From an optimization exercise on the open Yosys and OpenROAD flow, aimed at small area, a short achievable clock period and few clock cycles; shortcuts taken in it are not production practice. RTL that was checked went through simulation tests only; none was proved equivalent to the original. No functional check of the RTL was part of runs 1 and 2. No run shown here takes its clock network from TritonCTS; it comes from the design's own scripts or RTL. No driver is modelled on the clock port, so clock power and skew are understated where the tree is cut down; a real chip needs a root buffer or a tree. No activity file was given, so power comes from the tool's default toggle rates.

`config.mk`:
```
export PLATFORM = sky130hd
export DESIGN_NAME = ELA
export DESIGN_NICKNAME = ELA
export VERILOG_FILES = /design/flow/design.v
export SDC_FILE = /design/flow/constraint.sdc
export NUM_CORES = 8
export LEC_CHECK = 0
export CAP_MARGIN = 20
export CORE_MARGIN = 2
export CORE_UTILIZATION = 40
export SETUP_SLACK_MARGIN = 4.6
export SLEW_MARGIN = 20
export SYNTH_HIERARCHICAL = 1
```
`constraint.sdc`:
```
create_clock -name core_clock -period 7.0 [get_ports {clk}]
set_input_delay 1.4000 -clock core_clock [delete_from_list [all_inputs] [get_ports {clk}]]
set_output_delay 1.4000 -clock core_clock [all_outputs]
set_load 0.01 [all_outputs]
```
`design.v`:
```
`timescale 1ns/10ps
module ELA(clk, rst, in_data, data_rd, req, wen, addr, data_wr, done);
	input				clk;
	input				rst;
	input		[7:0]	in_data;
	input		[7:0]	data_rd;
	output				req;
	output	reg			wen;
	output	reg	[9:0]	addr;
	output	reg	[7:0]	data_wr;	 
	output				done;
	reg			interp, fin;
	reg			s_rb, s_w;	 
	reg	[7:0]	x;	 
	reg	[7:0]	y;	 
	reg	[7:0]	pp;	 
	reg	[7:0]	q;	 
	reg	[7:0]	r;	 
	reg	[7:0]	dreg, areg;	 
	reg	[7:0]	m;			 
	wire s_rt = ~s_rb & ~s_w;
	assign req  = ~interp;
	assign done = fin;
	function [7:0] absd;
		input [7:0] x, y;
		reg [7:0] g, e, G1, E1, G2, E2, G3, E3, bo, bo2;
		integer i;
		begin
			g = x & ~y;
			e = ~(x ^ y);
			for (i = 0; i < 8; i = i + 1)
				if (i % 2 == 1) begin G1[i] = g[i] | e[i] & g[i-1]; E1[i] = e[i] & e[i-1]; end
				else begin G1[i] = g[i]; E1[i] = e[i]; end
			for (i = 0; i < 8; i = i + 1)
				if (i % 4 >= 2) begin G2[i] = G1[i] | E1[i] & G1[(i/4)*4+1]; E2[i] = E1[i] & E1[(i/4)*4+1]; end
				else begin G2[i] = G1[i]; E2[i] = E1[i]; end
			for (i = 0; i < 8; i = i + 1)
				if (i >= 4) begin G3[i] = G2[i] | E2[i] & G2[3]; E3[i] = E2[i] & E2[3]; end
				else begin G3[i] = G2[i]; E3[i] = E2[i]; end
			bo  = {~(G3[6:0] | E3[6:0]), 1'b0};
			bo2 = {G3[6:0], 1'b0};
			absd = G3[7] ? (~e ^ bo) : (~e ^ bo2);
		end
	endfunction
	function [7:0] avg8;
		input [7:0] x, y;
		reg [7:0] g, p, G1, P1, G2, P2, G3, P3;
		integer i;
		begin
			g = x & y; p = x ^ y;
			for (i = 0; i < 8; i = i + 1)
				if (i % 2 == 1) begin G1[i] = g[i] | p[i] & g[i-1]; P1[i] = p[i] & p[i-1]; end
				else begin G1[i] = g[i]; P1[i] = p[i]; end
			for (i = 0; i < 8; i = i + 1)
				if (i % 4 >= 2) begin G2[i] = G1[i] | P1[i] & G1[(i/4)*4+1]; P2[i] = P1[i] & P1[(i/4)*4+1]; end
				else begin G2[i] = G1[i]; P2[i] = P1[i]; end
			for (i = 0; i < 8; i = i + 1)
				if (i >= 4) begin G3[i] = G2[i] | P2[i] & G2[3]; P3[i] = P2[i] & P2[3]; end
				else begin G3[i] = G2[i]; P3[i] = P2[i]; end
			avg8 = {G3[7], p[7:1] ^ G3[6:0]};
		end
	endfunction
	wire [8:0] ix = {addr[9:6], addr[4:0]};
	wire [8:0] kst = {s_rb, s_rb, s_rb, s_rt & interp, s_rb, s_rb, s_rb,
			s_rb | s_w, s_w | ~interp & wen};
	function [8:0] add9;
		input [8:0] u, v;
		integer j; reg c;
		begin
			c = 1'b0;
			for (j = 0; j < 9; j = j + 1) begin
				add9[j] = u[j] ^ v[j] ^ c;
				c = (u[j] & v[j]) | (c & (u[j] ^ v[j]));
			end
		end
	endfunction
	wire [8:0] i_next = add9(ix, kst);
	always @(posedge clk) begin
		dreg <= absd(x, y);
		areg <= avg8(x, y);
	end
	wire edge_col = (ix[4:0] == 5'd1) || (ix[4:0] == 5'd2);
	wire le;
	ELA_le8 u_le(.v(dreg), .u(m), .le(le));
	wire take = s_w | le | (s_rb & edge_col);
	always @(posedge clk) begin
		if (take)
			m <= dreg;
		if (!interp)
			data_wr <= in_data;
		else if (take)
			data_wr <= areg;
	end
	always @(posedge clk or posedge rst) begin
		if (rst) begin
			interp <= 1'b0;
			fin <= 1'b0;
			s_rb <= 1'b0;
			s_w <= 1'b0;
			wen <= 1'b0;
			addr <= 10'd0;
		end else if (fin) begin
			wen <= 1'b0;
		end else begin
			addr <= {i_next[8:5], interp & s_rb, i_next[4:0]};
			if (!interp) begin
				wen <= ~(wen & (&ix));
				if (wen & (&ix))
					interp <= 1'b1;
			end else begin
				s_rb <= s_rt;
				s_w <= s_rb;
				wen <= s_rb & (ix[8:1] != 8'd16);
				if (s_rb && ix == 9'd1)
					fin <= 1'b1;
			end
		end
	end
	always @(posedge clk) begin
		if (s_rt) begin
			x <= y; y <= data_rd; r <= x;
		end else if (s_rb) begin
			x <= r; y <= data_rd; r <= y;
		end else begin
			x <= pp; y <= q; pp <= r; q <= y; r <= y;
		end
	end
endmodule
module ELA_le8(v, u, le);
	input	[7:0]	v, u;
	output			le;
	wire [7:0] g = v & ~u;
	wire [7:0] e = ~(v ^ u);
	wire g10 = g[1] | e[1] & g[0], e10 = e[1] & e[0];
	wire g32 = g[3] | e[3] & g[2], e32 = e[3] & e[2];
	wire g54 = g[5] | e[5] & g[4], e54 = e[5] & e[4];
	wire g76 = g[7] | e[7] & g[6], e76 = e[7] & e[6];
	wire g30 = g32 | e32 & g10;
	wire g74 = g76 | e76 & g54, e74 = e76 & e54;
	assign le = ~(g74 | e74 & g30);
endmodule
```
`flow/run.sh`:
```
#!/bin/bash
# Layout flow: the standard ORFS flow, with these changes:
#  - synthesis does not extract full/half adder cells (ADDER_MAP_FILE empty),
#    so ABC maps all of the arithmetic itself;
#  - the port buffers are sky130_fd_sc_hd__buf_2 cells;
#  - the clock tree is one level: the clock port drives four clkbuf_16 cells,
#    one per quarter of the flip-flops (flow/cts.tcl replaces ORFS's cts.tcl,
#    with clock_tree_synthesis replaced by that buffering).
set -euo pipefail
rm -rf scripts_mod
cp -r "$FLOW_HOME/scripts" scripts_mod
cp flow/cts.tcl scripts_mod/cts.tcl
bash standard.sh ADDER_MAP_FILE= \
  "BUFFER_PORTS_ARGS=-buffer_cell sky130_fd_sc_hd__buf_2" \
  "SCRIPTS_DIR=$PWD/scripts_mod" \
  finish > make_finish.log 2>&1
```
`flow/cts.tcl`:
```
utl::set_metrics_stage "cts__{}"
source $::env(SCRIPTS_DIR)/load.tcl
source $::env(SCRIPTS_DIR)/lec_check.tcl
erase_non_stage_variables cts
load_design 3_place.odb 3_place.sdc
source_step_tcl PRE CTS

# Clone clock tree inverters next to register loads
# so cts does not try to buffer the inverted clocks.
repair_clock_inverters

proc save_progress { stage } {
  puts "Run 'make gui_$stage.odb' to load progress snapshot"
  orfs_write_db $::env(RESULTS_DIR)/$stage.odb
  orfs_write_sdc $::env(RESULTS_DIR)/$stage.sdc
}


# Clock tree: the clock port drives NBUF clkbuf_16 cells, each of which
# drives the flip-flops of one region of the core (a balanced one-level tree).
proc manual_clock_tree { nbuf } {
  set db [ord::get_db]
  set block [ord::get_db_block]
  set master [$db findMaster sky130_fd_sc_hd__clkbuf_16]
  set clk_net [$block findNet clk]
  set sinks {}
  foreach it [$clk_net getITerms] {
    if { [[$it getMTerm] getSigType] == "CLOCK" || [[$it getMTerm] getName] == "CLK" } {
      set inst [$it getInst]
      set bb [$inst getBBox]
      lappend sinks [list $it [expr {([$bb xMin] + [$bb xMax]) / 2}] [expr {([$bb yMin] + [$bb yMax]) / 2}]]
    }
  }
  puts "manual_clock_tree: [llength $sinks] sinks, $nbuf buffers"
  # split into two halves by x, then each half into nbuf/2 groups by y
  set sinks [lsort -integer -index 1 $sinks]
  set n [llength $sinks]
  set half [expr {($n + 1) / 2}]
  set groups {}
  set per [expr {$nbuf / 2}]
  foreach part [list [lrange $sinks 0 [expr {$half - 1}]] [lrange $sinks $half end]] {
    set part [lsort -integer -index 2 $part]
    set m [llength $part]
    for {set k 0} {$k < $per} {incr k} {
      set lo [expr {($m * $k) / $per}]
      set hi [expr {($m * ($k + 1)) / $per - 1}]
      lappend groups [lrange $part $lo $hi]
    }
  }
  set k 0
  foreach grp $groups {
    set sx 0
    set sy 0
    foreach s $grp {
      set sx [expr {$sx + [lindex $s 1]}]
      set sy [expr {$sy + [lindex $s 2]}]
    }
    set cnt [llength $grp]
    set inst [odb::dbInst_create $block $master "clkbuf_m_$k"]
    set net [odb::dbNet_create $block "clk_m_$k"]
    $net setSigType CLOCK
    [$inst findITerm A] connect $clk_net
    [$inst findITerm X] connect $net
    foreach s $grp {
      set it [lindex $s 0]
      $it disconnect
      $it connect $net
    }
    $inst setLocation [expr {$sx / $cnt}] [expr {$sy / $cnt}]
    $inst setPlacementStatus PLACED
    puts "manual_clock_tree: clkbuf_m_$k drives $cnt sinks"
    incr k
  }
  set_propagated_clock [all_clocks]
}

# Run CTS
set cts_args [list \
  -sink_clustering_enable \
  -repair_clock_nets]

append_env_var cts_args CTS_BUF_DISTANCE -distance_between_buffers 1
append_env_var cts_args CTS_CLUSTER_SIZE -sink_clustering_size 1
append_env_var cts_args CTS_CLUSTER_DIAMETER -sink_clustering_max_diameter 1
append_env_var cts_args CTS_BUF_LIST -buf_list 1
append_env_var cts_args CTS_LIB_NAME -library 1


if { [env_var_exists_and_non_empty CTS_ARGS] } {
  set cts_args $::env(CTS_ARGS)
}

set_dont_use $::env(DONT_USE_CELLS)

manual_clock_tree 4

utl::push_metrics_stage "cts__{}__pre_repair_timing"
log_cmd estimate_parasitics -placement
if { $::env(DETAILED_METRICS) } {
  report_metrics 4 "cts pre-repair-timing"
}
utl::pop_metrics_stage

set_placement_padding -global \
  -left $::env(CELL_PAD_IN_SITES_DETAIL_PLACEMENT) \
  -right $::env(CELL_PAD_IN_SITES_DETAIL_PLACEMENT)

set result [catch { detailed_placement } msg]
if { $result != 0 } {
  save_progress 4_1_error
  error "Detailed placement failed in CTS: $msg"
}

log_cmd estimate_parasitics -placement

if { $::env(CTS_SNAPSHOTS) } {
  save_progress 4_1_pre_repair_hold_setup
}

if { !$::env(SKIP_CTS_REPAIR_TIMING) } {
  if { $::env(EQUIVALENCE_CHECK) } {
    write_eqy_verilog 4_before_rsz.v
  }
  if { $::env(LEC_CHECK) } {
    write_lec_verilog 4_before_rsz_lec.v
  }

  repair_timing_helper

  if { $::env(EQUIVALENCE_CHECK) } {
    run_equivalence_test
  }
  if { $::env(LEC_CHECK) } {
    write_lec_verilog 4_after_rsz_lec.v
    run_lec_test 4_rsz 4_before_rsz_lec.v 4_after_rsz_lec.v
  }

  set result [catch { detailed_placement } msg]
  if { $result != 0 } {
    save_progress 4_1_error
    error "Detailed placement failed in CTS: $msg"
  }

  check_placement -verbose
}

report_metrics 4 "cts final"

source_step_tcl POST CTS

orfs_write_db $::env(RESULTS_DIR)/4_1_cts.odb
orfs_write_sdc $::env(RESULTS_DIR)/4_cts.sdc
```
`standard.sh`:
```
#!/bin/bash
# synth_recipe.tcl (not shown) runs the flow's synth.tcl, then flattens the netlist and writes it again
# the make line also repeats each setting of config.mk as NAME=value (left out here)
make -C /OpenROAD-flow-scripts/flow DESIGN_CONFIG=/design/flow/config.mk WORK_HOME=/design/flow/orfs CLKGATE_MAP_FILE= SYNTH_SCRIPT=/design/flow/synth_recipe.tcl "${@:-finish}"
```
==> results of run 1 <==
## per-module statistics from Yosys, one instance, submodules excluded
module	area (µm²)	flops+latches
ELA	3771	87
ELA_le8	151.4	0
## timing repair
item | CTS | global route
buffers inserted | 4 | 7
gates resized for setup | 8 | 9
pin swaps | 3 | 9
endpoints found under the setup margin | 8 | 15
## per-layer routing
| metal | share of wire, % | vias to the layer above | track usage [%] | routed length (µm) |
|---|---|---|---|---|
| met5 | 0 | - | 0 | 0 |
| met4 | 2.0 | 0 | 2.328 | 148 |
| met3 | 2.5 | 11 | 0.6780 | 181 |
| met2 | 46 | 41 | 21.33 | 3332 |
| met1 | 50 | 1204 | 20.51 | 3607 |
| li1 | - | 1318 | - | - |
## power breakdown
part / total, µW / internal, µW / switching (µW)
logic: 157 / 76.7 / 80.6
registers: 621 / 589 / 32.9
clock network: 225 / 104 / 121
total: 1000 / 769 / 234
## state kept, by name (all words and copies together) (netlist names), 8 cells and up
register	cells
y	8
dreg	8
addr	10
r	8
data_wr	8
x	8
q	8
areg	8
pp	8
m	8
## cell usage after synthesis, drive strengths merged
| master | count |
|---|---|
| a211oi | 2 |
| a21bo | 1 |
| a21o | 4 |
| a21oi | 14 |
| a221oi | 2 |
| a222oi | 1 |
| a311o | 1 |
| a31oi | 3 |
| a41o | 1 |
| a41oi | 1 |
| and2 | 2 |
| and4b | 1 |
| buf | 3 |
| clkbuf | 14 |
| dfrtp | 15 |
| dfxtp | 40 |
| edfxtp | 32 |
| inv | 14 |
| maj3 | 11 |
| mux2 | 23 |
| mux2i | 13 |
| nand2 | 30 |
| nand2b | 13 |
| nand3 | 4 |
| nand4 | 2 |
| nor2 | 23 |
| nor2b | 11 |
| nor3 | 2 |
| nor3b | 1 |
| nor4 | 3 |
| nor4b | 1 |
| o21a | 1 |
| o21ai | 25 |
| o21bai | 1 |
| o221ai | 1 |
| o22a | 2 |
| o22ai | 2 |
| o31ai | 1 |
| o32ai | 1 |
| o41ai | 1 |
| or2 | 3 |
| or3 | 1 |
| xnor2 | 7 |
| xor2 | 19 |
## per-stage QoR
| step | worst slack (ns) | utilization [%] | hold WS, ns | total power, µW | instances |
|---|---|---|---|---|---|
| floorplan | 4.607 | - | 0.4005 | 743.8 | 353 |
| global placement | 4.543 | 43.94 | 0.4125 | 776.9 | 509 |
| detailed placement | 4.464 | 43.94 | 0.4176 | 781.8 | 509 |
| CTS | 4.551 | 45.42 | 0.4379 | 1007 | 517 |
| global route | 4.539 | 46.33 | 0.4534 | 1058 | 524 |
| finish | 4.602 | 46.33 | 0.4350 | 1004 | 524 |
## final cells by class
type	count	share of cell area, %
tap	133	3.727
sequential	87	48.22
timing repair buffer	51	6.444
multi-input combinational	235	38.19
inverter	14	1.177
buffer	4	2.242
## critical path: stages, from the launching register on
cell and delay [ns]:
dfxtp_4 0.39, a31oi_4 0.22, o31ai_4 0.08, maj3_2 0.33, maj3_2 0.32, maj3_2 0.32, maj3_2 0.33, maj3_2 0.29
## cells by family (layout without fill, tap and decap cells)
group / after synthesis / in the layout / share of synthesized area [%]
mux: 36 / 36 / 9.920
xor+xnor: 26 / 26 / 5.805
flops: 87 / 87 / 54.48
fa+ha+maj: 11 / 11 / 3.030
compound gates: 65 / 65 / 11.32
buf+inv: 31 / 69 / 3.158
simple gates: 97 / 97 / 12.28
## path summary, 6_finish.rpt
check	slack (ns)	endpoint	from	cells after the start
hold / removal	0.44	m[0]	dreg[0]	0
hold reg to reg	0.44	m[0]	dreg[0]	0
setup / recovery	4.60	areg[7]	y[0]	7
setup reg to reg	4.60	areg[7]	y[0]	7
max in group asynchronous	5.29	fin	rst	2
min in group asynchronous	1.29	addr[9]	rst	2
==> impl_metrics.csv, run 1 <==
group,metric,value,unit
status,outcome,"complete, no violations",
layout,mostFrequentLayoutCells,"buf_2 (38), dfxtp_1 (35), edfxtp_1 (32), nand2_1 (30), o21ai_0 (24)",
layout,final_nets,411,
power,leakagePower,0.001809,µW
layout,finalInstanceArea,4466,µm²
floorplanning,initial_utilization,40.69,%
layout,multi_input_area,1705,µm²
logic_synthesis,syn_nets,371,
layout,fill_cells,918,
route,viasPerCell,4.912,
logic_synthesis,synthTopCellsByArea,"edfxtp_1 (24%), dfxtp_1 (20%), dfrtp_1 (9.6%)",
layout,n_antenna_cell,0,
route,vias,2574,
timing,skew,0.006099,ns
logic_synthesis,synth_area,3923,µm²
logic_synthesis,synth_cells,353,
power,vdd_drop_max,0.0001266,V
floorplanning,rows,36,
route,drc_errors,0,
route,dr.first_iter.drc_count,126,
logic_synthesis,yosysSeqAreaShare,54.48,%
logic_synthesis,yosys_warnings,7,
timing,rsz0062_at_grt,"yes",
timing,post-route-min-period,2.398,ns
timing,report.final.slew_viol_count,0,
placement,post-dp-hpwl,5265,µm
timing,finalHoldViolCount,0,
layout,final_common_cell,"buf_2",
route,wl,7269,µm
critical_path,critPathMaxFanout,8,
critical_path,startpoint_type,"register",
logic_synthesis,yosysUniqueCellTypes,51,
global_routing,antenna_found_initial,0,
critical_path,setup.worst_path.class,"reg2reg",
placement,place_area,4235,µm²
global_routing,overflow,0,
layout,drive_above_1_share,27.11,%
layout,seqCellArea,2153,µm²
floorplanning,die_x,103.0,µm
clocking,path_clk_slew,0.09,ns
floorplanning,io-pin-count,39,
timing,worstMarginPinSlew,1.050,ns
critical_path,cp-end-kind,"register",
global_routing,grt_pass1_wl,11710,µm
clocking,cts_hold_buf,0,
logic_synthesis,synth_top_area_share,24.50,%
timing,fmax,0.4170,GHz
route,first_pass_iters,4,
floorplanning,die_h,103.0,µm
global_routing,grt_pass1_vias,2364,
global_routing,globalRouteTotalUtil,13.41,%
logic_synthesis,synth_top_area_cell,"edfxtp_1",
logic_synthesis,ys_ff_latch,87,
timing,finalSetupViolations,0,
layout,area_growth,13.84,%
worst_hold_path,hp-class,"reg2reg",
critical_path,required,7.04,ns
job,maxCapViolCount,0,
logic_synthesis,synth_area_per_cell,11.11,µm²
placement,gp_congestion,0.8580,
route,wl_per_cell,13.87,µm
route,ant_nets,0,
floorplanning,core_area,9639,µm²
timing,tns,0,ns
placement,portBuffers,38,
timing,worst_slew_margin_rel,29.73,%
timing,fin_crit_sh,34.25,%
clocking,clk_latency,0.15,ns
floorplanning,die-area,10610,µm²
critical_path,arrival,2.44,ns
power,power.density,224.8,nW/µm²
global_routing,grt_max_degree,28,
==> run 2: changes to the inputs <==
==> design.v (replaced) <==
`timescale 1ns/10ps
module ELA(clk, rst, in_data, data_rd, req, wen, addr, data_wr, done);
	input				clk;
	input				rst;
	input		[7:0]	in_data;
	input		[7:0]	data_rd;
	output				req;
	output	reg			wen;
	output	reg	[9:0]	addr;
	output	reg	[7:0]	data_wr;	 
	output				done;
	reg			interp, fin;
	reg			s_rb, s_w;	 
	reg	[7:0]	x;	 
	reg	[7:0]	y;	 
	reg	[7:0]	pp;	 
	reg	[7:0]	q;	 
	reg	[7:0]	r;	 
	reg	[7:0]	dreg, areg;	 
	reg	[7:0]	m;			 
	wire s_rt = ~s_rb & ~s_w;
	assign req  = ~interp;
	assign done = fin;
	wire [8:0] ix = {addr[9:6], addr[4:0]};
	wire [8:0] kst = {s_rb, s_rb, s_rb, s_rt & interp, s_rb, s_rb, s_rb,
			s_rb | s_w, s_w | ~interp & wen};
	function [8:0] add9;
		input [8:0] u, v;
		integer j; reg c;
		begin
			c = 1'b0;
			for (j = 0; j < 9; j = j + 1) begin
				add9[j] = u[j] ^ v[j] ^ c;
				c = (u[j] & v[j]) | (c & (u[j] ^ v[j]));
			end
		end
	endfunction
	wire [8:0] i_next = add9(ix, kst);
	wire [7:0] d_xy, a_xy;
	ELA_absd u_absd(.x(x), .y(y), .d(d_xy));
	ELA_avg u_avg(.x(x), .y(y), .a(a_xy));
	always @(posedge clk) begin
		dreg <= d_xy;
		areg <= a_xy;
	end
	wire edge_col = (ix[4:0] == 5'd1) || (ix[4:0] == 5'd2);
	wire le;
	ELA_le8 u_le(.v(dreg), .u(m), .le(le));
	wire take = s_w | le | (s_rb & edge_col);
	always @(posedge clk) begin
		if (take)
			m <= dreg;
		if (!interp)
			data_wr <= in_data;
		else if (take)
			data_wr <= areg;
	end
	always @(posedge clk or posedge rst) begin
		if (rst) begin
			interp <= 1'b0;
			fin <= 1'b0;
			s_rb <= 1'b0;
			s_w <= 1'b0;
			wen <= 1'b0;
			addr <= 10'd0;
		end else if (fin) begin
			wen <= 1'b0;
		end else begin
			addr <= {i_next[8:5], interp & s_rb, i_next[4:0]};
			if (!interp) begin
				wen <= ~(wen & (&ix));
				if (wen & (&ix))
					interp <= 1'b1;
			end else begin
				s_rb <= s_rt;
				s_w <= s_rb;
				wen <= s_rb & (ix[8:1] != 8'd16);
				if (s_rb && ix == 9'd1)
					fin <= 1'b1;
			end
		end
	end
	always @(posedge clk) begin
		if (s_rt) begin
			x <= data_rd; r <= x;
		end else if (s_rb) begin
			x <= r; y <= data_rd; r <= x;
		end else begin
			x <= pp; y <= q; pp <= r; q <= y;
		end
	end
endmodule
module ELA_le8(v, u, le);
	input	[7:0]	v, u;
	output			le;
	wire [7:0] g = v & ~u;
	wire [7:0] e = ~(v ^ u);
	wire g10 = g[1] | e[1] & g[0], e10 = e[1] & e[0];
	wire g32 = g[3] | e[3] & g[2], e32 = e[3] & e[2];
	wire g54 = g[5] | e[5] & g[4], e54 = e[5] & e[4];
	wire g76 = g[7] | e[7] & g[6], e76 = e[7] & e[6];
	wire g30 = g32 | e32 & g10;
	wire g74 = g76 | e76 & g54, e74 = e76 & e54;
	assign le = ~(g74 | e74 & g30);
endmodule
module ELA_absd(x, y, d);
	input	[7:0]	x, y;
	output	reg	[7:0]	d;
	reg [7:0] g, e, G1, E1, G2, E2, G3, E3, bo, bo2;
	integer i;
	always @(*) begin
		g = x & ~y;
		e = ~(x ^ y);
		for (i = 0; i < 8; i = i + 1)
			if (i % 2 == 1) begin G1[i] = g[i] | e[i] & g[i-1]; E1[i] = e[i] & e[i-1]; end
			else begin G1[i] = g[i]; E1[i] = e[i]; end
		for (i = 0; i < 8; i = i + 1)
			if (i % 4 >= 2) begin G2[i] = G1[i] | E1[i] & G1[(i/4)*4+1]; E2[i] = E1[i] & E1[(i/4)*4+1]; end
			else begin G2[i] = G1[i]; E2[i] = E1[i]; end
		for (i = 0; i < 8; i = i + 1)
			if (i >= 4) begin G3[i] = G2[i] | E2[i] & G2[3]; E3[i] = E2[i] & E2[3]; end
			else begin G3[i] = G2[i]; E3[i] = E2[i]; end
		bo  = {~(G3[6:0] | E3[6:0]), 1'b0};
		bo2 = {G3[6:0], 1'b0};
		d = G3[7] ? (~e ^ bo) : (~e ^ bo2);
	end
endmodule
module ELA_avg(x, y, a);
	input	[7:0]	x, y;
	output	reg	[7:0]	a;
	reg [7:0] g, p, G1, P1, G2, P2, G3, P3;
	integer i;
	always @(*) begin
		g = x & y; p = x ^ y;
		for (i = 0; i < 8; i = i + 1)
			if (i % 2 == 1) begin G1[i] = g[i] | p[i] & g[i-1]; P1[i] = p[i] & p[i-1]; end
			else begin G1[i] = g[i]; P1[i] = p[i]; end
		for (i = 0; i < 8; i = i + 1)
			if (i % 4 >= 2) begin G2[i] = G1[i] | P1[i] & G1[(i/4)*4+1]; P2[i] = P1[i] & P1[(i/4)*4+1]; end
			else begin G2[i] = G1[i]; P2[i] = P1[i]; end
		for (i = 0; i < 8; i = i + 1)
			if (i >= 4) begin G3[i] = G2[i] | P2[i] & G2[3]; P3[i] = P2[i] & P2[3]; end
			else begin G3[i] = G2[i]; P3[i] = P2[i]; end
		a = {G3[7], p[7:1] ^ G3[6:0]};
	end
endmodule
--- a/config.mk
+++ b/config.mk
@@ -8,6 +8,6 @@
 export CAP_MARGIN = 20
 export CORE_MARGIN = 2
 export CORE_UTILIZATION = 40
-export SETUP_SLACK_MARGIN = 4.6
+export SETUP_SLACK_MARGIN = 4.8
 export SLEW_MARGIN = 20
 export SYNTH_HIERARCHICAL = 1
==> impl_metrics.csv, run 2 <==
group,metric,value,unit
status,outcome,"complete, no violations",
power,leakagePower,0.001833,µW
logic_synthesis,synth_flop_cell,"edfxtp_1",
logic_synthesis,synth_top_area_share,35.08,%
global_routing,grt_max_degree,28,
timing,fmax,0.4600,GHz
power,clkPwrFrac,25.6,%
logic_synthesis,synthTopCellsByCount,"edfxtp_1 (48), dfxtp_1 (24), nand2_1 (21), xnor2_1 (19)",
logic_synthesis,synthTopCellsByArea,"edfxtp_1 (35%), dfxtp_1 (12%), dfrtp_1 (9.1%)",
floorplanning,io-pin-count,39,
power,p_comb_share,7.8,%
timing,fin_crit_sh,31.06,%
global_routing,grt_pass1_wl,13020,µm
global_routing,globalRouteTotalUtil,13.96,%
logic_synthesis,synth_top_area_cell,"edfxtp_1",
logic_synthesis,yosys_warnings,9,
timing,worstMarginPinSlew,0.5734,ns
placement,portBuffers,38,
route,first_pass_iters,5,
timing,skew,0.008398,ns
floorplanning,die_x,105.4,µm
logic_synthesis,yosysUniqueCellTypes,67,
logic_synthesis,yosysSeqAreaShare,55.91,%
timing,report.final.slew_viol_count,0,
route,wl_per_cell,15.02,µm
power,vdd_drop_max,0.0001044,V
logic_synthesis,ys_ff_latch,87,
layout,utilization,47.45,%
layout,top_register,"addr",
power,intPower,702.6,µW
timing,finalSetupViolations,0,
route,drc_errors,0,
layout,final_common_cell,"edfxtp_1",
critical_path,cp-end-kind,"register",
layout,drive_above_1_share,30.10,%
logic_synthesis,syn_nets,361,
timing,post-route-min-period,2.174,ns
logic_synthesis,synth_area,4109,µm²
critical_path,setup.worst_path.class,"reg2reg",
critical_path,startpoint_type,"register",
clocking,cts_hold_buf,0,
layout,largest_reg_flops,10,
power,power.density,186.7,nW/µm²
floorplanning,rows,36,
power,p_switching,171.2,µW
global_routing,grt_pass1_vias,2637,
floorplanning,die-area,11100,µm²
power,swShare,19.59,%
layout,area_growth,13.92,%
layout,final_nets,412,
route,wl,7888,µm
logic_synthesis,async_flop_share,17.24,%
placement,post-dp-hpwl,5622,µm
timing,rsz0062_at_grt,"yes",
power,p_seq_share,66.6,%
logic_synthesis,synth_cells,343,
timing,tns,0,ns
critical_path,required,7.04,ns
clocking,path_clk_slew,0.08,ns
timing,holdWs,0.4430,ns
global_routing,overflow,0,
layout,n_antenna_cell,0,
logic_synthesis,synth_most_common_cell,"edfxtp_1",
route,viasPerCell,5.082,
worst_hold_path,hp-class,"reg2reg",
logic_synthesis,synth_area_per_cell,11.98,µm²
route,dr.first_iter.drc_count,83,
clocking,clk_latency,0.15,ns
floorplanning,core_area,9864,µm²
timing,worst_slew_margin_rel,61.73,%
timing,finalHoldViolCount,0,
layout,mostFrequentLayoutCells,"edfxtp_1 (48), buf_2 (37), dfxtp_1 (23), nand2_1 (21)",
critical_path,critPathMaxFanout,5,
logic_synthesis,synth-edff-count,48,
floorplanning,initial_utilization,41.65,%
route,ant_nets,0,
job,maxCapViolCount,0,
floorplanning,die_h,105.4,µm
placement,gp_congestion,0.8472,
critical_path,arrival,2.22,ns
global_routing,antenna_found_initial,0,
route,vias,2668,
-- run 2: cell count changes after synthesis, sizes merged, moves of 3 or more --
cell	before	now
a21oi	14	17
clkbuf	14	7
dfxtp	40	24
edfxtp	32	48
inv	14	17
maj3	11	7
mux2	23	17
nand2	30	21
nor2	23	13
o21ai	25	19
xnor2	7	20
xor2	19	15
-- run 2: path summary, 6_finish.rpt --
path / startpoint / endpoint / slack [ns] / cells past startpoint
worst max-delay path: y[4] / areg[7] / 4.83 / 6
worst min-delay path: dreg[4] / m[4] / 0.44 / 0
worst max register to register: y[4] / areg[7] / 4.83 / 6
worst min register to register: dreg[4] / m[4] / 0.44 / 0
max in group asynchronous: rst / addr[4] / 5.30 / 2
min in group asynchronous: rst / addr[6] / 1.29 / 2
-- run 2: cells by family after synthesis --
family | Yosys count | share of synthesized area, %
flip-flops | 87 | 55.91
adder cells (fa/ha/maj) | 7 | 1.857
buffers and inverters | 29 | 3.075
multiplexers | 29 | 7.582
AO/OA/AOI/OAI | 73 | 12.52
XOR/XNOR | 35 | 7.643
AND/OR/NAND/NOR | 83 | 11.42
-- run 2: Yosys stat by module (local to each module, per instance) --
module    area [µm²]  cells
ELA             3181    216
ELA_absd       525.5     75
ELA_avg        251.5     32
ELA_le8        151.4     20
-- run 2: power groups by stage --
stage	Sequential [µW]	Combinational [µW]	Clock, µW
after floorplan	589	47.2	0
after global placement	592	64.3	0
after detailed placement	593	65.6	0
after CTS	582	68.9	232
after global routing	585	75.9	250
final	582	68.1	224
-- run 2: through the flow --
| stage | setup slack [ns] | total power, µW | instance area [µm²] | cells |
|---|---|---|---|---|
| 2_1_floorplan | 4.848 | 636.5 | 4110 | 343 |
| 3_3_place_gp | 4.665 | 656.3 | 4418 | 504 |
| 3_5_place_dp | 4.597 | 658.9 | 4418 | 504 |
| 4_1_cts | 4.809 | 882.2 | 4568 | 513 |
| 5_1_grt | 4.736 | 910.7 | 4681 | 525 |
| 6_report | 4.826 | 873.8 | 4681 | 525 |
-- run 2: layout make-up --
type	count	area (µm²)
sequential	87	2310
buffer	4	100.1
inverter	17	67.56
fill	881	5184
tap	133	166.4
multi-input combinational	227	1698
timing repair buffer	57	339.1
-- run 2: critical path, cell delays in order (launching register included) --
cell      delay, ns
edfxtp_1       0.47
buf_4          0.19
xnor2_1        0.30
nor4_1         0.10
a211o_1        0.37
maj3_2         0.34
maj3_2         0.30
-- run 2: what timing repair did --
item / 4_1_cts / 5_1_grt
gates resized for setup: 8 / 10
buffers inserted: 5 / 12
setup endpoints to repair: 24 / 14
pin swaps: 1 / 1
-- run 2: per-layer routing --
layer	vias to the layer above	global-route usage, %	share of wire, %
met1	1272	19.83	48
met2	52	24.24	47
li1	1338	-	-
met5	-	0	0
met3	6	0.9276	3.2
met4	0	1.429	1.2
==> run 3: changes to the inputs <==
--- a/design.v
+++ b/design.v
@@ -82,11 +82,11 @@
 	end
 	always @(posedge clk) begin
 		if (s_rt) begin
-			x <= data_rd; r <= x;
+			x <= y; y <= data_rd; r <= x;
 		end else if (s_rb) begin
-			x <= r; y <= data_rd; r <= x;
+			x <= r; y <= data_rd; r <= y;
 		end else begin
-			x <= pp; y <= q; pp <= r; q <= y;
+			x <= pp; y <= q; pp <= r; q <= y; r <= y;
 		end
 	end
 endmodule
--- a/config.mk
+++ b/config.mk
@@ -8,6 +8,6 @@
 export CAP_MARGIN = 20
 export CORE_MARGIN = 2
 export CORE_UTILIZATION = 40
-export SETUP_SLACK_MARGIN = 4.8
+export SETUP_SLACK_MARGIN = 4.9
 export SLEW_MARGIN = 20
 export SYNTH_HIERARCHICAL = 1
==> impl_metrics.csv, run 3 <==
group,metric,value,unit
logic_synthesis,synth_area_per_cell,11.55,µm²
critical_path,setup.worst_path.class,"reg2out",
route,first_pass_iters,4,
power,intPower,780.4,µW
critical_path,r2r_end,"dreg[6]",
layout,final_nets,422,
critical_path,startpoint_type,"register",
logic_synthesis,synthTopCellsByCount,"dfxtp_1 (40), edfxtp_1 (32), mux2_2 (26), nor2_1 (22), nand2_1 (20)",
logic_synthesis,syn_nets,372,
timing,fmax,0.4616,GHz
critical_path,critPathTopFamily,"flip-flops",
floorplanning,io-pin-count,39,
route,vias,2648,
route,dr.first_iter.drc_count,136,
layout,drive_above_1_share,34.83,%
global_routing,overflow,0,
logic_synthesis,yosys_warnings,9,
critical_path,arrival,0.77,ns
global_routing,globalRouteTotalUtil,13.39,%
critical_path,critical-path-max-stage-delay,0.44,ns
route,viasPerCell,4.950,
timing,report.final.slew_viol_count,0,
critical_path,worst-path-buf-inv,2,
timing,finalHoldViolCount,0,
worst_hold_path,hp-class,"reg2reg",
placement,portBuffers,38,
global_routing,grt_pass1_vias,2565,
global_routing,grt_pass1_wl,12620,µm
placement,post-dp-hpwl,5423,µm
logic_synthesis,yosysUniqueCellTypes,65,
timing,skew,0.004822,ns
critical_path,rrSetupSlack,4.98,ns
floorplanning,die_h,105.1,µm
layout,mostFrequentLayoutCells,"dfxtp_1 (32), edfxtp_1 (32), buf_2 (30), mux2_2 (26), nor2_1 (22)",
logic_synthesis,synth_cells,354,
power,total_power,1017,µW
floorplanning,core_area,9864,µm²
critical_path,r2r-start,"y[1]",
timing,post-route-min-period,2.166,ns
placement,dp_slack,4.524,ns
power,clkPwrFrac,21.8,%
timing,holdWs,0.4354,ns
timing,tns,0,ns
route,drc_errors,0,
power,p_comb_share,16.6,%
clocking,clk_latency,0.15,ns
layout,area_growth,14.63,%
power,p_switching,236.3,µW
logic_synthesis,synthTopCellsByArea,"edfxtp_1 (24%), dfxtp_1 (20%), dfrtp_1 (9.2%)",
timing,finalSetupViolations,0,
layout,largest_reg_flops,10,
logic_synthesis,async_flop_share,17.24,%
timing,rsz0062_at_grt,"yes",
logic_synthesis,synth_most_common_cell,"dfxtp_1",
power,leakagePower,0.001848,µW
critical_path,required,5.60,ns
logic_synthesis,synth_top_area_cell,"edfxtp_1",
global_routing,antenna_found_initial,0,
floorplanning,die-area,11050,µm²
logic_synthesis,synth_area,4089,µm²
timing,worst_slew_margin_rel,61.28,%
layout,n_antenna_cell,0,
power,swShare,23.24,%
critical_path,cp-end-kind,"output pin",
logic_synthesis,synth_top_area_share,23.50,%
critical_path,worstPathCellList,"inv_4 > buf_6",
worst_hold_path,hold-path-endpoint,"m[0]",
floorplanning,die_x,105.1,µm
floorplanning,initial_utilization,41.45,%
critical_path,cp_slowest_cell,"dfrtp_2",
route,wl_per_cell,13.74,µm
clocking,path_clk_slew,0.08,ns
critical_path,reg2reg_depth,7,
timing,fin_crit_sh,30.95,%
power,vdd_drop_max,0.0001679,V
worst_hold_path,min_from,"dreg[0]",
timing,fin_ws,4.834,ns
timing,worstMarginPinSlew,0.5802,ns
floorplanning,rows,36,
logic_synthesis,ys_ff_latch,87,
logic_synthesis,synth_flop_cell,"dfxtp_1",
power,p_seq_share,61.7,%
power,power.density,216.9,nW/µm²
status,outcome,"complete, no violations",
route,wl,7352,µm
logic_synthesis,synth-edff-count,32,
route,ant_nets,0,
placement,gp_congestion,0.7771,
critical_path,critPathMaxFanout,5,
job,maxCapViolCount,0,
global_routing,grt_max_degree,30,
worst_hold_path,holdPathStages,0,
layout,fill_cells,940,
layout,top_register,"addr",
logic_synthesis,yosysSeqAreaShare,52.26,%
-- run 3: changes by cell type after synthesis, moves of 3 or more --
| cell | previous run | this run |
|---|---|---|
| dfxtp_1 | 24 | 40 |
| edfxtp_1 | 48 | 32 |
| mux2_2 | 17 | 26 |
| nor2_1 | 13 | 22 |
| buf_6 | 2 | 6 |
| nand2b_1 | 10 | 6 |
| clkbuf_1 | 7 | 4 |
| inv_1 | 17 | 14 |
| nand3_1 | 3 | 6 |
-- run 3: power by group through the flow --
stage	registers, µW	clock network (µW)	logic, µW
after floorplan	629	0	129
after global placement	635	0	157
after global routing	635	251	188
after detailed placement	638	0	161
after CTS	627	229	168
final	627	221	168
-- run 3: Yosys stat by module (local to each module, per instance) --
module,area (µm²),times used
ELA_avg,251.5,1
ELA,3161,1
ELA_absd,525.5,1
ELA_le8,151.4,1
-- run 3: repair_timing --
action	in CTS	in global routing
gates resized for setup	15	18
hold buffers	0	0
pin swaps	1	0
setup buffers	13	5
setup endpoints to repair	38	45
-- run 3: how the worst max path moves through the flow --
| stage | start | endpoint | slack (ns) | depth (start not counted) |
|---|---|---|---|---|
| after detailed placement | interp | req | 4.52 | 2 |
| final | interp | req | 4.83 | 2 |
| after global routing | interp | req | 4.80 | 2 |
| after global placement | interp | req | 4.56 | 2 |
| after CTS | interp | req | 4.77 | 2 |
| after floorplan | m[2] | data_wr[0] | 4.96 | 6 |
-- run 3: stage by stage --
| stage | area, µm² | cells | util [%] |
|---|---|---|---|
| after floorplan | 4093 | 354 | - |
| after global placement | 4355 | 513 | 44.15 |
| after detailed placement | 4355 | 513 | 44.15 |
| after CTS | 4586 | 530 | 46.49 |
| after global routing | 4687 | 535 | 47.51 |
| final | 4687 | 535 | 47.51 |
-- run 3: cell families (layout without fill, tap and decap cells) --
| family | after synthesis | count (layout) | share of synthesized area (%) |
|---|---|---|---|
| xor gates and xnor gates | 35 | 35 | 7.681 |
| and+or+nand+nor | 89 | 89 | 12.03 |
| buffers and inverters | 28 | 76 | 3.855 |
| muxes | 38 | 38 | 10.10 |
| AOI/OAI and AO/OA | 69 | 69 | 11.93 |
| DFF | 87 | 87 | 52.26 |
| adders and majority gates | 8 | 8 | 2.142 |
-- run 3: final cells by class --
cell class / instances / area (µm²) / share of cell area [%]
buffer: 4 / 100.1 / 2.136
tap: 133 / 166.4 / 3.550
sequential: 87 / 2158 / 46.05
multi-input combinational: 239 / 1817 / 38.76
inverter: 15 / 62.56 / 1.335
timing repair buffer: 57 / 382.9 / 8.169
-- run 3: per-layer routing --
| metal | vias to the layer above | share of wire (%) | global-route usage, % |
|---|---|---|---|
| met3 | 6 | 3.9 | 1.310 |
| li1 | 1359 | - | - |
| met5 | - | 0 | 0 |
| met4 | 0 | 0.76 | 0.8571 |
| met2 | 37 | 46 | 22.26 |
| met1 | 1246 | 49 | 19.77 |
Testbench counts of run 3, summed over its fixed seeds: cycles 62,688.
==> run 4: changes to the inputs <==
--- a/config.mk
+++ b/config.mk
@@ -8,6 +8,6 @@
 export CAP_MARGIN = 20
 export CORE_MARGIN = 2
 export CORE_UTILIZATION = 40
-export SETUP_SLACK_MARGIN = 4.9
+export SETUP_SLACK_MARGIN = 4.6
 export SLEW_MARGIN = 20
 export SYNTH_HIERARCHICAL = 1
==> impl_metrics.csv, run 4 <==
group,metric,value,unit
layout,final_nets,403,
timing,tns,0,ns
logic_synthesis,synth_flop_cell,"dfxtp_1",
route,ant_nets,0,
route,wl,7427,µm
floorplanning,initial_utilization,41.45,%
route,viasPerCell,5.019,
global_routing,overflow,0,
global_routing,grt_max_degree,31,
timing,finalSetupViolations,0,
placement,portBuffers,38,
floorplanning,die-area,11050,µm²
global_routing,globalRouteTotalUtil,13.44,%
timing,worst_slew_margin_rel,47.37,%
layout,n_antenna_cell,0,
timing,skew,0.008134,ns
clocking,clk_latency,0.15,ns
logic_synthesis,synth_area_per_cell,11.55,µm²
logic_synthesis,yosysSeqAreaShare,52.26,%
critical_path,cp-end-kind,"output pin",
logic_synthesis,ys_ff_latch,87,
floorplanning,io-pin-count,39,
global_routing,grt_pass1_vias,2483,
logic_synthesis,synth_top_area_share,23.50,%
placement,post-dp-hpwl,5550,µm
global_routing,grt_pass1_wl,12500,µm
timing,worstMarginPinSlew,0.7894,ns
placement,gp_congestion,0.8356,
logic_synthesis,synth-edff-count,32,
clocking,cts.repair.resized,2,
timing,fmax,0.4231,GHz
timing,holdWs,0.4396,ns
logic_synthesis,synth_cells,354,
clocking,path_clk_slew,0.08,ns
status,outcome,"complete, no violations",
layout,mostFrequentLayoutCells,"dfxtp_1 (40), buf_2 (38), edfxtp_1 (32), mux2_2 (26), nor2_1 (22)",
power,power.density,225.7,nW/µm²
timing,fin_crit_sh,33.76,%
floorplanning,core_area,9864,µm²
critical_path,setup.worst_path.class,"reg2out",
logic_synthesis,synthTopCellsByCount,"dfxtp_1 (40), edfxtp_1 (32), mux2_2 (26), nor2_1 (22), nand2_1 (20)",
logic_synthesis,synth_area,4089,µm²
logic_synthesis,synth_top_area_cell,"edfxtp_1",
route,dr.first_iter.drc_count,115,
timing,finalHoldViolCount,0,
layout,largest_reg_flops,10,
layout,fill_cells,941,
clocking,post_cts_buffers,0,
route,first_pass_iters,4,
placement,place_area,4344,µm²
layout,final_common_cell,"dfxtp_1",
job,maxCapViolCount,0,
floorplanning,die_h,105.1,µm
layout,drive_above_1_share,27.15,%
route,drc_errors,0,
timing,rsz0062_at_grt,"yes",
layout,finalInstanceArea,4458,µm²
timing,post-route-min-period,2.363,ns
logic_synthesis,yosys_warnings,9,
layout,area_growth,9.027,%
critical_path,critPathMaxFanout,14,
floorplanning,die_x,105.1,µm
global_routing,antenna_found_initial,0,
logic_synthesis,synth_most_common_cell,"dfxtp_1",
logic_synthesis,synthTopCellsByArea,"edfxtp_1 (24%), dfxtp_1 (20%), dfrtp_1 (9.2%)",
route,vias,2590,
critical_path,arrival,0.96,ns
layout,top_register,"addr",
worst_hold_path,hp-class,"reg2reg",
timing,report.final.slew_viol_count,0,
floorplanning,rows,36,
power,leakagePower,0.001739,µW
layout,utilization,45.19,%
logic_synthesis,async_flop_share,17.24,%
logic_synthesis,syn_nets,372,
critical_path,startpoint_type,"register",
route,wl_per_cell,14.39,µm
power,vdd_drop_max,0.0001490,V
critical_path,required,5.60,ns
logic_synthesis,yosysUniqueCellTypes,65,
clocking,cts_hold_buf,0,
-- run 4: cell types whose count changed in the layout (fill, tap and decap cells not counted), moves of 5 or more --
cell,delta
buf_6,-8
buf_2,+8
dfxtp_1,+8
dfrtp_2,-5
dfxtp_2,-8
dfrtp_1,+5
buf_4,-19
-- run 4: cell type report --
type	instances	area, µm²	area share (%)
multi-input combinational	239	1799	40.36
buffer	4	100.1	2.245
sequential	87	2142	48.05
tap	133	166.4	3.733
timing repair buffer	38	190.2	4.266
inverter	15	60.06	1.347
-- run 4: worst max-delay path, stage by stage, from the launching register on --
cell     delay (ns)
dfrtp_2        0.52
inv_2          0.14
buf_2          0.15
-- run 4: logic make-up (layout without fill, tap and decap cells) --
kind of cell / Yosys count / after routing / synth area share, %
buffers and inverters: 28 / 57 / 3.855
multiplexers: 38 / 38 / 10.10
AO/OA/AOI/OAI: 69 / 69 / 11.93
flip-flops: 87 / 87 / 52.26
adder cells (fa/ha/maj): 8 / 8 / 2.142
XOR/XNOR: 35 / 35 / 7.681
AND/OR/NAND/NOR: 89 / 89 / 12.03
-- run 4: routing by layer --
metal / global-route usage [%] / wire (µm) / vias to the layer above
li1: - / - / 1329
met1: 19.76 / 3716 / 1218
met2: 22.12 / 3358 / 34
met3: 0.8734 / 206 / 9
met4: 2.190 / 146 / 0
met5: 0 / 0 / -
-- run 4: per-module statistics from Yosys (local to each module, per instance) --
module    copies in the design  cells inside
ELA_avg                      1            32
ELA                          1           227
ELA_absd                     1            75
ELA_le8                      1            20
-- run 4: per-stage QoR --
| stage | setup WS (ns) | total power [µW] | cells |
|---|---|---|---|
| floorplan | 4.848 | 756.4 | 354 |
| global placement | 4.609 | 790.2 | 512 |
| detailed placement | 4.578 | 797.0 | 512 |
| CTS | 4.568 | 1016 | 516 |
| global route | 4.599 | 1057 | 516 |
| finish | 4.637 | 1006 | 516 |
-- run 4: final timing paths --
path / from / to / slack, ns / cells after the start
max in group asynchronous: rst / s_rb / 5.29 / 2
worst max-delay path: interp / req / 4.64 / 2
worst min register to register: dreg[0] / m[0] / 0.44 / 0
worst max register to register: m[2] / data_wr[7] / 4.70 / 6
min in group asynchronous: rst / addr[2] / 1.29 / 2
worst min-delay path: dreg[0] / m[0] / 0.44 / 0
-- run 4: where the power goes --
part / switching, µW / internal [µW]
Sequential: 37.5 / 591
Combinational: 80.5 / 78.4
Clock: 115 / 104
==> run 5: changes to the inputs <==
--- a/config.mk
+++ b/config.mk
@@ -8,6 +8,6 @@
 export CAP_MARGIN = 20
 export CORE_MARGIN = 2
 export CORE_UTILIZATION = 40
-export SETUP_SLACK_MARGIN = 4.6
+export SETUP_SLACK_MARGIN = 4.7
 export SLEW_MARGIN = 20
 export SYNTH_HIERARCHICAL = 1
==> impl_metrics.csv, run 5 <==
group,metric,value,unit
timing,fmax,0.4437,GHz
layout,mostFrequentLayoutCells,"dfxtp_1 (39), buf_2 (38), edfxtp_1 (32), mux2_2 (26), nor2_1 (22)",
power,clkPwrFrac,21.7,%
critical_path,arrival,0.85,ns
timing,post-route-min-period,2.254,ns
power,p_seq_share,62.3,%
critical_path,setup.worst_path.class,"reg2out",
timing,rsz0062_at_grt,"no",
logic_synthesis,async_flop_share,17.24,%
logic_synthesis,yosysSeqAreaShare,52.26,%
job,maxCapViolCount,0,
placement,dp_slack,4.578,ns
route,vias,2633,
critical_path,critical-path-max-stage-delay,0.44,ns
route,drc_errors,0,
route,ant_nets,0,
placement,place_area,4344,µm²
floorplanning,die_h,105.1,µm
timing,finalHoldViolCount,0,
layout,area_growth,10.10,%
logic_synthesis,syn_nets,372,
timing,finalSetupViolations,0,
logic_synthesis,synth_top_area_cell,"edfxtp_1",
placement,portBuffers,38,
power,power.density,224.0,nW/µm²
critical_path,startpoint_type,"register",
logic_synthesis,synth_area,4089,µm²
critical_path,r2r_end,"dreg[6]",
logic_synthesis,synth_top_area_share,23.50,%
global_routing,grt_max_degree,31,
route,dr.first_iter.drc_count,114,
timing,fin_ws,4.746,ns
global_routing,overflow,0,
power,leakagePower,0.001758,µW
logic_synthesis,synthTopCellsByCount,"dfxtp_1 (40), edfxtp_1 (32), mux2_2 (26), nor2_1 (22), nand2_1 (20)",
worst_hold_path,hold-path-endpoint,"pp[2]",
critical_path,cp_slowest_cell,"dfrtp_2",
global_routing,grt_pass1_wl,12520,µm
floorplanning,die_x,105.1,µm
global_routing,grt_pass1_vias,2486,
floorplanning,rows,36,
timing,report.final.slew_viol_count,0,
logic_synthesis,synth_cells,354,
floorplanning,core_area,9864,µm²
layout,utilization,45.64,%
power,p_switching,234.0,µW
layout,largest_reg_flops,10,
critical_path,critPathTopFamily,"flip-flops",
clocking,path_clk_slew,0.08,ns
global_routing,antenna_found_initial,0,
timing,holdWs,0.4404,ns
critical_path,reg2reg_depth,7,
logic_synthesis,synth_most_common_cell,"dfxtp_1",
logic_synthesis,synth_flop_cell,"dfxtp_1",
layout,n_antenna_cell,0,
logic_synthesis,synthTopCellsByArea,"edfxtp_1 (24%), dfxtp_1 (20%), dfrtp_1 (9.2%)",
critical_path,cp-end-kind,"output pin",
timing,fin_crit_sh,32.20,%
power,swShare,23.21,%
global_routing,globalRouteTotalUtil,13.45,%
status,outcome,"complete, no violations",
power,vdd_drop_max,0.0001490,V
floorplanning,io-pin-count,39,
route,viasPerCell,5.063,
power,intPower,774.5,µW
logic_synthesis,synth_area_per_cell,11.55,µm²
critical_path,r2r-start,"y[2]",
logic_synthesis,synth-edff-count,32,
layout,final_nets,407,
placement,gp_congestion,0.8356,
layout,top_register,"addr",
worst_hold_path,hp-class,"reg2reg",
critical_path,crit_cells,2,
logic_synthesis,ys_ff_latch,87,
timing,worst_slew_margin_rel,57.58,%
logic_synthesis,yosysUniqueCellTypes,65,
worst_hold_path,holdPathStages,0,
power,p_comb_share,16.0,%
placement,post-dp-hpwl,5550,µm
route,wl_per_cell,14.46,µm
layout,drive_above_1_share,29.72,%
critical_path,rrSetupSlack,4.81,ns
floorplanning,die-area,11050,µm²
clocking,clk_latency,0.15,ns
floorplanning,initial_utilization,41.45,%
route,first_pass_iters,4,
timing,skew,0.007673,ns
timing,worstMarginPinSlew,0.6356,ns
critical_path,worst-path-buf-inv,2,
critical_path,worstPathCellList,"inv_2 > buf_2",
critical_path,required,5.60,ns
worst_hold_path,min_from,"r[2]",
layout,final_common_cell,"dfxtp_1",
critical_path,critPathMaxFanout,6,
timing,tns,0,ns
logic_synthesis,yosys_warnings,9,
layout,finalInstanceArea,4502,µm²
route,wl,7517,µm
## run 5: cell counts after synthesis
No cell type changed its count.
## run 5: through the flow
| step | cells | power [µW] |
|---|---|---|
| 2_1_floorplan | 354 | 756.4 |
| 3_3_place_gp | 512 | 790.2 |
| 3_5_place_dp | 512 | 797.0 |
| 4_1_cts | 516 | 1021 |
| 5_1_grt | 520 | 1059 |
| 6_report | 520 | 1008 |
## run 5: repair_timing
item,4_1_cts,5_1_grt
setup buffers,0,4
endpoints found under the setup margin,28,24
gates resized for setup,8,7
hold buffers,0,0
## run 5: final cells by class
class                   count  area (µm²)
plain buffers               4       100.1
inverters                  15       60.06
fillers                   938        5363
multi-input cells         239        1807
flip-flops and latches     87        2148
repair buffers             42       220.2
well taps                 133       166.4
## run 5: logic make-up after synthesis
| kind of cell | Yosys count | synth area share (%) |
|---|---|---|
| AND/OR/NAND/NOR | 89 | 12.03 |
| flip-flops | 87 | 52.26 |
| AO/OA/AOI/OAI | 69 | 11.93 |
| multiplexers | 38 | 10.10 |
| XOR/XNOR | 35 | 7.681 |
| buffers and inverters | 28 | 3.855 |
| adder cells (fa/ha/maj) | 8 | 2.142 |
## run 5: how the worst max path moves through the flow
stage	start	to	slack [ns]
final	interp	req	4.75
after global routing	y[2]	dreg[6]	4.71
after CTS	interp	req	4.57
after detailed placement	interp	req	4.58
after global placement	interp	req	4.61
after floorplan	m[2]	data_wr[0]	4.85
## run 5: layer usage
layer  GRT usage [%]  routed length [µm]
met2           22.17                3398
met1           19.76                3739
met5               0                   0
met3          0.8734                 233
met4           2.190                 146
## run 5: worst reg2reg max path, delay by kind of cell (launching register included)
kind	cells	cell delay, ns
AOI/OAI and AO/OA	5	1.22
xor gates and xnor gates	1	0.15
DFF	1	0.58
and+or+nand+nor	1	0.17
## run 5: power groups by stage
| stage | registers, µW | logic (µW) | clock network (µW) |
|---|---|---|---|
| final | 628 | 161 | 219 |
| after detailed placement | 640 | 157 | 0 |
| after CTS | 629 | 162 | 230 |
| after global routing | 636 | 178 | 245 |
| after floorplan | 629 | 128 | 0 |
| after global placement | 636 | 154 | 0 |
## run 5: Yosys stat by module, one instance, submodules excluded
module | area (µm²) | copies in the design | cells inside | flip-flops and latches
ELA_le8 | 151.4 | 1 | 20 | 0
ELA_absd | 525.5 | 1 | 75 | 0
ELA_avg | 251.5 | 1 | 32 | 0
ELA | 3161 | 1 | 227 | 87
==> run 6: changes to the inputs <==
--- a/config.mk
+++ b/config.mk
@@ -7,7 +7,7 @@
 export LEC_CHECK = 0
 export CAP_MARGIN = 20
 export CORE_MARGIN = 2
-export CORE_UTILIZATION = 40
-export SETUP_SLACK_MARGIN = 4.7
+export CORE_UTILIZATION = 55
+export SETUP_SLACK_MARGIN = 4.8
 export SLEW_MARGIN = 20
 export SYNTH_HIERARCHICAL = 1
==> impl_metrics.csv, run 6 <==
group,metric,value,unit
floorplanning,rows,31,
logic_synthesis,synth_area_per_cell,11.55,µm²
global_routing,grt_max_degree,31,
critical_path,arrival,0.77,ns
route,wl_per_cell,14.72,µm
route,viasPerCell,5.289,
layout,mostFrequentLayoutCells,"buf_2 (38), dfxtp_1 (34), edfxtp_1 (32), mux2_2 (26), nor2_1 (22)",
route,wl_met3,235,µm
timing,fin_crit_sh,31.02,%
global_routing,grt_pass1_wl,12240,µm
layout,final_nets,413,
logic_synthesis,synth_top_area_cell,"edfxtp_1",
route,ant_nets,0,
layout,multi_input_area,1812,µm²
placement,gp_congestion,0.8188,
logic_synthesis,synthTopCellsByArea,"edfxtp_1 (24%), dfxtp_1 (20%), dfrtp_1 (9.2%)",
route,wl,7241,µm
critical_path,cp-startpoint,"interp",
route,vias,2602,
route,wl_met1,3699,µm
critical_path,startpoint_type,"register",
timing,skew,0.006699,ns
logic_synthesis,synth_cells,354,
global_routing,globalRouteTotalUtil,17.62,%
layout,fill_cells,601,
critical_path,cp_slowest_cell,"dfrtp_2",
placement,post-dp-hpwl,5169,µm
layout,final_common_cell,"buf_2",
logic_synthesis,synth_simple_gate_area_share,12.03,%
clocking,path_clk_slew,0.08,ns
critical_path,critPathMaxFanout,4,
power,power.density,223.5,nW/µm²
layout,area_growth,10.50,%
critical_path,critical-path-max-stage-delay,0.43,ns
floorplanning,initial_utilization,56.68,%
critical_path,r2r-start,"m[2]",
global_routing,grt_pass1_vias,2539,
worst_hold_path,hp-class,"reg2reg",
timing,worstMarginPinSlew,0.6364,ns
timing,worst_slew_margin_rel,57.53,%
power,total_power,1010,µW
route,drc_errors,0,
logic_synthesis,synth-edff-count,32,
timing,fmax,0.4606,GHz
logic_synthesis,ys_ff_latch,87,
timing,tns,0,ns
timing,holdWs,0.4417,ns
logic_synthesis,synth_xor_xnor_area_share,7.681,%
floorplanning,io-pin-count,39,
floorplanning,die_h,90.22,µm
timing,finalHoldViolCount,0,
timing,report.final.slew_viol_count,0,
layout,seqCellArea,2158,µm²
logic_synthesis,synthTopCellsByCount,"dfxtp_1 (40), edfxtp_1 (32), mux2_2 (26), nor2_1 (22), nand2_1 (20)",
layout,largest_reg_flops,10,
power,vdd_drop_max,0.0001696,V
route,first_pass_iters,4,
logic_synthesis,async_flop_share,17.24,%
global_routing,antenna_found_initial,0,
logic_synthesis,syn_nets,372,
layout,top_register,"addr",
timing,finalSetupViolations,0,
timing,rsz0062_at_grt,"yes",
logic_synthesis,yosysUniqueCellTypes,65,
power,leakagePower,0.001796,µW
logic_synthesis,yosys_warnings,9,
route,met2WireLength,3228,µm
logic_synthesis,synth_top_area_share,23.50,%
critical_path,worstPathCellList,"inv_4 > buf_2",
timing,post-route-min-period,2.171,ns
logic_synthesis,synth_flop_cell,"dfxtp_1",
placement,portBuffers,38,
clocking,clk_latency,0.15,ns
floorplanning,die_x,90.22,µm
logic_synthesis,yosys.area_share.adder,2.142,%
logic_synthesis,synth_most_common_cell,"dfxtp_1",
critical_path,setup.worst_path.class,"reg2out",
worst_hold_path,min_from,"dreg[5]",
status,outcome,"complete, no violations",
floorplanning,core_area,7214,µm²
logic_synthesis,yosysSeqAreaShare,52.26,%
global_routing,overflow,0,
critical_path,cp-end-kind,"output pin",
route,dr.first_iter.drc_count,66,
floorplanning,die-area,8140,µm²
layout,drive_above_1_share,32.32,%
layout,n_antenna_cell,0,
route,highest_layer,"met4",
logic_synthesis,synth_compound_area_share,11.93,%
logic_synthesis,synth_area,4089,µm²
logic_synthesis,synth.mux.area_fraction,10.10,%
critical_path,required,5.60,ns
job,maxCapViolCount,0,
logic_synthesis,synth_top_family_by_area,"simple AND/OR/NAND/NOR gates",
[run 6: cell counts after synthesis]
Identical to the previous run, type by type.
[run 6: per-layer routing]
layer / GRT usage, % / vias to the layer above
li1: - / 1337
met1: 26.32 / 1219
met2: 29.64 / 40
met3: 1.090 / 6
met4: 1.538 / 0
met5: 0 / -
[run 6: timing repair]
action,CTS,global route
endpoints found under the setup margin,33,15
setup buffers,6,4
endpoints found under the hold margin,0,0
pin swaps,0,1
resized for setup,12,12
hold buffers,0,0
[run 6: cell type report]
cell class | count | share of cell area (%)
Sequential cell | 87 | 47.77
Multi-Input combinational cell | 239 | 40.10
Timing Repair Buffer | 48 | 5.871
Tap cell | 99 | 2.742
Buffer | 4 | 2.215
Inverter | 15 | 1.302
[run 6: per-module statistics from Yosys (local to each module, per instance)]
module / cells inside / copies in the design
ELA: 227 / 1
ELA_absd: 75 / 1
ELA_avg: 32 / 1
ELA_le8: 20 / 1
[run 6: cells by family after synthesis]
kind of cell / count (synthesis)
simple gates: 89
flops: 87
compound gates: 69
mux: 38
xor+xnor: 35
buf+inv: 28
fa+ha+maj: 8
[run 6: final timing paths]
check	end	slack, ns	cells past startpoint
max in group asynchronous	addr[4]	5.27	2
worst min register to register	m[5]	0.44	0
min in group asynchronous	addr[2]	1.30	2
worst max-delay path	req	4.83	2
worst max register to register	data_wr[5]	4.89	6
worst min-delay path	m[5]	0.44	0
[run 6: worst max-delay path, delay by kind of cell (launching register included)]
| family | cells | cell delay [ns] |
|---|---|---|
| buffers and inverters | 2 | 0.19 |
| flip-flops | 1 | 0.43 |
[run 6: stage by stage]
stage	setup slack (ns)	util [%]	instances	instance area [µm²]
after floorplan	4.848	-	354	4089
after global placement	4.582	59.63	478	4302
after detailed placement	4.562	59.63	478	4302
after CTS	4.788	61.90	488	4466
after global routing	4.768	62.63	492	4518
final	4.829	62.63	492	4518
[run 6: power breakdown]
group	switching, µW	total, µW	internal, µW
registers	35.9	627	591
logic	79.6	159	79.6
clock network	120	224	104
==> run 7: changes to the inputs <==
--- a/config.mk
+++ b/config.mk
@@ -7,7 +7,7 @@
 export LEC_CHECK = 0
 export CAP_MARGIN = 20
 export CORE_MARGIN = 2
-export CORE_UTILIZATION = 55
+export CORE_UTILIZATION = 40
 export SETUP_SLACK_MARGIN = 4.8
 export SLEW_MARGIN = 20
 export SYNTH_HIERARCHICAL = 1
==> impl_metrics.csv, run 7 <==
group,metric,value,unit
floorplanning,core_area,9864,µm²
placement,post-dp-hpwl,5550,µm
logic_synthesis,yosys_warnings,9,
placement,place_area,4344,µm²
global_routing,overflow,0,
global_routing,grt_max_degree,31,
global_routing,antenna_found_initial,0,
route,drc_errors,0,
timing,fin_crit_sh,31.14,%
status,outcome,"complete, no violations",
layout,top_register,"addr",
job,maxCapViolCount,0,
critical_path,cp_slowest_cell,"dfrtp_2",
timing,finalHoldViolCount,0,
global_routing,grt_pass1_vias,2516,
floorplanning,die-area,11050,µm²
timing,post-route-min-period,2.180,ns
logic_synthesis,synth_top_area_share,23.50,%
logic_synthesis,yosysUniqueCellTypes,65,
timing,fmax,0.4588,GHz
logic_synthesis,synth_area,4089,µm²
timing,tns,0,ns
power,power.density,220.4,nW/µm²
power,vdd_drop_max,0.0001493,V
layout,n_antenna_cell,0,
layout,finalInstanceArea,4576,µm²
floorplanning,io-pin-count,39,
logic_synthesis,synth_most_common_cell,"dfxtp_1",
route,dr.first_iter.drc_count,102,
floorplanning,die_h,105.1,µm
route,vias,2645,
global_routing,grt_pass1_wl,12650,µm
placement,gp_congestion,0.8356,
critical_path,critPathTopFamily,"flip-flops",
critical_path,worstPathCellList,"inv_4 > buf_6",
floorplanning,die_x,105.1,µm
timing,report.final.slew_viol_count,0,
layout,final_nets,412,
route,ant_nets,0,
timing,holdWs,0.4403,ns
critical_path,critical-path-max-stage-delay,0.44,ns
logic_synthesis,syn_nets,372,
layout,multi_input_area,1826,µm²
critical_path,setup.worst_path.class,"reg2out",
route,wl_per_cell,14.36,µm
timing,finalSetupViolations,0,
layout,seqCellArea,2157,µm²
logic_synthesis,synthTopCellsByCount,"dfxtp_1 (40), edfxtp_1 (32), mux2_2 (26), nor2_1 (22), nand2_1 (20)",
floorplanning,initial_utilization,41.45,%
floorplanning,rows,36,
route,first_pass_iters,4,
clocking,path_clk_slew,0.08,ns
clocking,clk_latency,0.15,ns
layout,final_common_cell,"buf_2",
logic_synthesis,yosysSeqAreaShare,52.26,%
logic_synthesis,synth_flop_cell,"dfxtp_1",
timing,worstMarginPinSlew,0.6308,ns
placement,portBuffers,38,
clocking,cts_hold_buf,0,
placement,dp_slack,4.578,ns
layout,largest_reg_flops,10,
timing,worst_slew_margin_rel,57.90,%
route,viasPerCell,5.038,
global_routing,globalRouteTotalUtil,13.59,%
critical_path,cp-end-kind,"output pin",
logic_synthesis,synth_cells,354,
layout,mostFrequentLayoutCells,"buf_2 (37), dfxtp_1 (35), edfxtp_1 (32), mux2_2 (26), nor2_1 (22)",
critical_path,required,5.60,ns
logic_synthesis,synth_top_area_cell,"edfxtp_1",
critical_path,worst-path-buf-inv,2,
power,leakagePower,0.001788,µW
route,wl,7541,µm
critical_path,critPathMaxFanout,6,
layout,drive_above_1_share,32.91,%
logic_synthesis,async_flop_share,17.24,%
timing,skew,0.006176,ns
layout,fill_cells,929,
layout,utilization,46.39,%
logic_synthesis,synth_area_per_cell,11.55,µm²
layout,area_growth,11.90,%
critical_path,startpoint_type,"register",
worst_hold_path,hp-class,"reg2reg",
timing,rsz0062_at_grt,"no",
logic_synthesis,synthTopCellsByArea,"edfxtp_1 (24%), dfxtp_1 (20%), dfrtp_1 (9.2%)",
logic_synthesis,synth-edff-count,32,
logic_synthesis,ys_ff_latch,87,
timing,fin_ws,4.820,ns
critical_path,arrival,0.78,ns
## run 7: stage by stage
step	std cells	total power, µW
5_1_grt	525	1060
3_3_place_gp	512	790.2
4_1_cts	521	1021
2_1_floorplan	354	756.4
3_5_place_dp	512	797.0
6_report	525	1008
## run 7: kinds of logic (layout without fill, tap and decap cells)
group	after synthesis	in the layout	share of synthesized area, %
and+or+nand+nor	89	89	12.03
DFF	87	87	52.26
AOI/OAI and AO/OA	69	69	11.93
muxes	38	38	10.10
xor gates and xnor gates	35	35	7.681
buffers and inverters	28	66	3.855
adders and majority gates	8	8	2.142
## run 7: final cells by class
| type | count | area share (%) |
|---|---|---|
| Sequential cell | 87 | 47.14 |
| Buffer | 4 | 2.188 |
| Tap cell | 133 | 3.637 |
| Multi-Input combinational cell | 239 | 39.90 |
| Timing Repair Buffer | 47 | 5.770 |
| Inverter | 15 | 1.367 |
## run 7: path summary, 6_finish.rpt
check	start	to	slack, ns	cells after the start
min	r[1]	pp[1]	0.44	0
max reg2reg	m[2]	data_wr[7]	4.90	6
max in group asynchronous	rst	s_rb	5.29	2
min in group asynchronous	rst	addr[3]	1.30	2
min reg2reg	r[1]	pp[1]	0.44	0
max	interp	req	4.82	2
## run 7: what timing repair did
item,in CTS,in global routing
buffers inserted,5,4
endpoints found under the setup margin,32,33
pin swaps,0,1
resized for setup,15,14
## run 7: power by group
part	internal, µW	switching (µW)
clock network	104	114
registers	591	37.8
logic	80.0	82.1
total	775	233
## run 7: per-layer routing
metal  global-route usage [%]  wire length [µm]  vias to the layer above
met5                        0                 0                        -
met4                    2.190               146                        0
met3                   0.8734               211                        9
met2                    22.54              3413                       42
met1                    19.87              3770                     1250
li1                         -                 -                     1344
## run 7: worst reg2reg max path, stage by stage, from the launching register on
cell	delay, ns
edfxtp_1	0.39
nor2b_4	0.14
maj3_2	0.31
a221oi_2	0.19
a21oi_2	0.08
a311o_2	0.42
or2_4	0.32
## run 7: modules after synthesis (local to each module, per instance)
| module | cells inside | flops+latches | copies in the design | area (µm²) |
|---|---|---|---|---|
| ELA | 227 | 87 | 1 | 3161 |
| ELA_absd | 75 | 0 | 1 | 525.5 |
| ELA_avg | 32 | 0 | 1 | 251.5 |
| ELA_le8 | 20 | 0 | 1 | 151.4 |

what the ideal ports hide:
The results above use ideal ports. As a check the final layouts listed here were re-extracted and re-timed, cells and wires unchanged. Step 1 (the two cells are an assumption about what drives the block):
set clk [get_ports {clk}]
set_driving_cell -lib_cell sky130_fd_sc_hd__clkbuf_16 $clk
set_driving_cell -lib_cell sky130_fd_sc_hd__buf_2 [delete_from_list [all_inputs] $clk]
Step 2 times the ports against the registers' clock, not the clock port: input delays grow and output delays shrink by t, the midpoint of the rising clock arrivals with the driver on. a / b / c = ideal ports / drivers / drivers and shift; a / b = the first two.
run	t (ns)	setup slack, ns	worst setup path at the end	worst slew at a driven data input, ns
run 1	0.229	4.602 / 4.602 / 4.602	register to register	0.03
run 2	0.226	4.826 / 4.760 / 4.826	register to register	0.04
run 3	0.230	4.834 / 4.750 / 4.973	input to register	0.03
run 4	0.228	4.637 / 4.554 / 4.700	register to register	0.03
run 5	0.229	4.746 / 4.663 / 4.813	register to register	0.03
run 6	0.224	4.829 / 4.751 / 4.890	register to register	0.03
run 7	0.228	4.820 / 4.737 / 4.896	register to register	0.03
After both steps every run listed still meets setup and hold.
